This design comes from an exercise in tuning for small area and a short achievable clock period on the open sky130 flow, not from production work.
Only simulation tests tie the RTL to the original design; equivalence was not proved.
No activity file was given, so power comes from the tool's default toggle rates.

## sysarray_flat
module sysarray_flat (
    input  wire         clk,
    input  wire         rst,
    input  wire         clr,
    input  wire [23:0]  a_left,
    input  wire [23:0]  b_top,
    output wire [161:0] acc_out
);
For scale: ~2500 cells after synthesis, ~260 flip-flops, about 210 I/O pins, roughly 0.027 mm^2 of cells after synthesis.
export LEC_CHECK = 0
export CAP_MARGIN = 20
export CORE_MARGIN = 2
export CORE_UTILIZATION = 40
export CTS_BUF_LIST = sky130_fd_sc_hd__clkbuf_2 sky130_fd_sc_hd__clkbuf_4 sky130_fd_sc_hd__clkbuf_8
export SETUP_SLACK_MARGIN = 1.0
export SLEW_MARGIN = 20
export SYNTH_HIERARCHICAL = 1
export SYNTH_MINIMUM_KEEP_SIZE = 0
create_clock -name core_clock -period 5.0 [get_ports {clk}]
standard.sh (not shown) runs the stock make flow with config.mk's settings and CLKGATE_MAP_FILE= SYNTH_SCRIPT=/design/flow/synth_recipe.tcl, a recipe that flattens the netlist after the stock synthesis.
==> flow/flow/run.sh <==
#!/bin/bash
# The standard layout, with every port buffered by the smallest buffer
# (sky130_fd_sc_hd__buf_1) rather than the cell buffer_ports picks by itself;
# repair_design and repair_timing resize them afterwards where needed.
set -euo pipefail
export BUFFER_PORTS_ARGS="-buffer_cell sky130_fd_sc_hd__buf_1"
bash standard.sh > standard.log 2>&1
Rerun with:
- CTS_BUF_LIST: sky130_fd_sc_hd__clkbuf_2 sky130_fd_sc_hd__clkbuf_4 sky130_fd_sc_hd__clkbuf_8 -> unset
- SETUP_SLACK_MARGIN: 1.0 -> 1.25
What happened:
- combinational power is higher by about 22%
- design area is higher by 7.4%
- global-route usage is higher by 0.70 points
Rerun with:
- CORE_UTILIZATION: 40 -> 60
- CTS_BUF_LIST: unset -> sky130_fd_sc_hd__clkbuf_4 sky130_fd_sc_hd__clkbuf_8
- SETUP_SLACK_MARGIN: 1.25 -> 1.0
Via count decreases by 1.8%; routed wire length decreases by 6.7%; global-route usage increases by 8.5 points.

---

sysarray_flat, a different RTL version from the one above (not shown whole).
Size in the first run: roughly 2,700 cells after synthesis, about 260 flip-flops, roughly 27,000 sq um of cells after synthesis.
clock: 5.0 ns
lec_check: 0
cap_margin: 20
core_margin: 2
core_utilization: 40
cts_buf_list: sky130_fd_sc_hd__clkbuf_4 sky130_fd_sc_hd__clkbuf_8
cts_cluster_diameter: 60
cts_cluster_size: 16
setup_slack_margin: 1.2
slew_margin: 20
synth_hierarchical: 1
synth_minimum_keep_size: 0
==> flow/flow/run.sh <==
#!/bin/bash
set -euo pipefail
export BUFFER_PORTS_ARGS="-buffer_cell sky130_fd_sc_hd__buf_1"
export PRE_RESIZE_TCL="$PWD/flow/pre_resize.tcl"
bash standard.sh > standard.log 2>&1
==> flow/flow/pre_resize.tcl <==
# Input-port buffers (named input* by buffer_ports) to buf_4.
set n 0
foreach inst [get_cells input*] {
  if { [get_property $inst ref_name] == "sky130_fd_sc_hd__buf_1" } {
    replace_cell $inst sky130_fd_sc_hd__buf_4
    incr n
  }
}
puts "pre_resize: $n input buffers made sky130_fd_sc_hd__buf_4"
The starting point finished clean.
==> next run, changes <==
Settings changed: CTS_CLUSTER_DIAMETER 60 to unset, CTS_CLUSTER_SIZE 16 to unset, SETUP_SLACK_MARGIN 1.2 to 1.1.
Effect:
- clock skew is lower by 21 ps
- first-iteration DRC count increases by 17%
- die area does not change
- setup slack gets better by 7.5 ps
- sequential share of layout area came out lower by 0.15 points
- clock power increases by 13%
- sequential power barely changes
- non-clock buffer count fell by 17
- routed wire length barely changes

---

run 1:
sysarray_flat, a different RTL version from the one above (not shown whole).
For scale: about 2,700 cells after synthesis, roughly 260 flip-flops, ~210 I/O pins.
==> flow/config.mk <==
export PLATFORM = sky130hd
export DESIGN_NAME = sysarray_flat
export DESIGN_NICKNAME = sysarray_flat
export VERILOG_FILES = /design/flow/design.v
export SDC_FILE = /design/flow/constraint.sdc
export NUM_CORES = 4
export LEC_CHECK = 0
export CAP_MARGIN = 20
export CORE_MARGIN = 2
export CORE_UTILIZATION = 40
export CTS_BUF_LIST = sky130_fd_sc_hd__clkbuf_4 sky130_fd_sc_hd__clkbuf_8
export CTS_CLUSTER_DIAMETER = 60
export CTS_CLUSTER_SIZE = 16
export SETUP_SLACK_MARGIN = 1.1
export SLEW_MARGIN = 20
export SYNTH_HIERARCHICAL = 1
export SYNTH_MINIMUM_KEEP_SIZE = 0
==> flow/constraint.sdc <==
create_clock -name core_clock -period 5.0 [get_ports {clk}]
set_input_delay 1.0000 -clock core_clock [delete_from_list [all_inputs] [get_ports {clk}]]
set_output_delay 1.0000 -clock core_clock [all_outputs]
set_load 0.01 [all_outputs]
Scripts as last shown in full above: flow/flow/run.sh, flow/flow/pre_resize.tcl
Run 1 has completed all stages; timing, DRC and antenna checks passed.
The following lists how run 2 was set up differently from run 1:
==> flow/flow/run.sh <==
#!/bin/bash
# The standard layout, with every port buffered by the smallest buffer
# (sky130_fd_sc_hd__buf_1) rather than the cell buffer_ports picks by itself;
# repair_design and repair_timing resize them afterwards where needed.
set -euo pipefail
export BUFFER_PORTS_ARGS="-buffer_cell sky130_fd_sc_hd__buf_1"
bash standard.sh > standard.log 2>&1
--- a/flow/config.mk
+++ b/flow/config.mk
@@ -10,7 +10,5 @@
 export CORE_UTILIZATION = 40
 export CTS_BUF_LIST = sky130_fd_sc_hd__clkbuf_4 sky130_fd_sc_hd__clkbuf_8
-export CTS_CLUSTER_DIAMETER = 60
-export CTS_CLUSTER_SIZE = 16
-export SETUP_SLACK_MARGIN = 1.1
+export SETUP_SLACK_MARGIN = 1.0
 export SLEW_MARGIN = 20
 export SYNTH_HIERARCHICAL = 1
removed: flow/flow/pre_resize.tcl
==> run notes <==
Against run 1, first-iteration DRC count in run 2 fell by more than 10%.
Relative to run 1, net switching power has increased by 0.68% in run 2.
Sort run 1 and run 2 by met3 track demand over resource desc -> top: run 2
On run 2: final hold slack is 0.024 ns higher than what run 1 gave.
Run 1 → run 2: count of flip-flops with a built-in enable after synthesis closely matched the old numbers, worst voltage drop across the vdd grid decreased by 0.000072 V relative to the old numbers, via density per instance increased by about 0.33% relative to the old numbers, final cycle utilization of the critical path increased by 1.9 points relative to the old numbers.
Compared to run 1, the router laid down more metal wire for run 2.
What run 3 does differently from run 2 at the input level:
==> flow/flow/run.sh <==
#!/bin/bash
set -euo pipefail
export BUFFER_PORTS_ARGS="-buffer_cell sky130_fd_sc_hd__buf_1"
export PRE_RESIZE_TCL="$PWD/flow/pre_resize.tcl"
bash standard.sh > standard.log 2>&1
==> flow/flow/pre_resize.tcl (new file) <==
# Input-port buffers (named input* by buffer_ports) to buf_4.
set n 0
foreach inst [get_cells input*] {
  if { [get_property $inst ref_name] == "sky130_fd_sc_hd__buf_1" } {
    replace_cell $inst sky130_fd_sc_hd__buf_4
    incr n
  }
}
puts "pre_resize: $n input buffers made sky130_fd_sc_hd__buf_4"
set n 0
foreach inst [get_cells *] {
  if { [string match "*g_hop*" [get_name $inst]] &&
       [get_property $inst ref_name] == "sky130_fd_sc_hd__dfxtp_1" } {
    replace_cell $inst sky130_fd_sc_hd__dfxtp_2
    incr n
  }
}
puts "pre_resize: $n operand registers made sky130_fd_sc_hd__dfxtp_2"
--- a/flow/config.mk
+++ b/flow/config.mk
@@ -10,5 +10,5 @@
 export CORE_UTILIZATION = 40
 export CTS_BUF_LIST = sky130_fd_sc_hd__clkbuf_4 sky130_fd_sc_hd__clkbuf_8
-export SETUP_SLACK_MARGIN = 1.0
+export SETUP_SLACK_MARGIN = 1.1
 export SLEW_MARGIN = 20
 export SYNTH_HIERARCHICAL = 1
Findings:
Across run 2 and run 3, the outcome is the same: a clean finish for every run. Per the comparison of run 3 with run 2, pin count of the biggest net entering global routing fell 16%, non-clock buffer count lower, leakage component of the power held, setup slack up 0.10 ns.
Here is what was changed in the inputs of run 4 compared with run 3.
==> flow/flow/pre_resize.tcl <==
# Input-port buffers (named input* by buffer_ports) to buf_4.
set n 0
foreach inst [get_cells input*] {
  if { [get_property $inst ref_name] == "sky130_fd_sc_hd__buf_1" } {
    replace_cell $inst sky130_fd_sc_hd__buf_4
    incr n
  }
}
puts "pre_resize: $n input buffers made sky130_fd_sc_hd__buf_4"
--- a/flow/config.mk
+++ b/flow/config.mk
@@ -10,5 +10,5 @@
 export CORE_UTILIZATION = 40
 export CTS_BUF_LIST = sky130_fd_sc_hd__clkbuf_4 sky130_fd_sc_hd__clkbuf_8
-export SETUP_SLACK_MARGIN = 1.1
+export SETUP_SLACK_MARGIN = 1.25
 export SLEW_MARGIN = 20
 export SYNTH_HIERARCHICAL = 1
==> run notes <==
The final layout from run 4, which completed every stage, passed the timing, design-rule and antenna checks at the end of the flow. Every stage of the flow completed for run 3, and the final layout passed the timing, design-rule and antenna checks. Changes observed in run 4 relative to run 3: clock network fraction of total power shrank by 1.3 points, detail-routed via count per cell was more or less identical, routed wire length higher. Status: sequential share of cell area parity (run 4, run 3). Status: number of instances in the placed design parity (run 3, run 4). Run 3 vs run 4, highest routed metal layer: met4 vs met5. Final cell area excluding filler cells: run 3 and run 4 compared, higher one is run 4. Run 4 vs. run 3: average wire per standard cell went up by about 0.65%. In the tables for run 3 and run 4, minimum setup slack in the final design reads lower with run 3. Run 3 → run 4: net switching component of the power now larger; final non-filler cell total now larger.

## what the ideal ports hide
The results above use ideal ports. As a check the final layouts listed here were re-extracted and re-timed, cells and wires unchanged. Step 1, drivers: a clkbuf_16 drives clk and a buf_2 each remaining input, both assumed. Step 2 moves the port delays by t, midway between the first and last clock arrival at a register: inputs arrive t later, outputs are due t later. That takes back most of the time a late clock gives input paths. Three values: ideal, step 1, step 2; two values: the first two.
run	t, ns	setup slack, ns	clock arrival spread, ns
the first run of note 1	0.709	0.978 / 0.983 / 0.274	0.050 / 0.050
the second run of note 1	0.609	0.895 / 0.939 / 0.329	0.022 / 0.023
the third run of note 1	0.696	0.916 / 0.918 / 0.222	0.042 / 0.043
the first run of note 2	0.672	1.279 / 1.317 / 0.644	0.053 / 0.053
the second run of note 2	0.695	1.287 / 1.303 / 0.625	0.029 / 0.029
run 1	0.657	1.238 / 1.250 / 0.617	0.030 / 0.030
run 2	0.691	1.143 / 1.158 / 0.473	0.053 / 0.052
run 3	0.682	1.247 / 1.284 / 0.602	0.031 / 0.031
run 4	0.700	1.303 / 1.343 / 0.643	0.021 / 0.021
After both steps setup and hold are still met in every run listed. For the first run of note 1, which loses most, drivers alone change the setup slack by +0.005 ns; drivers and shift together by -0.704 ns.
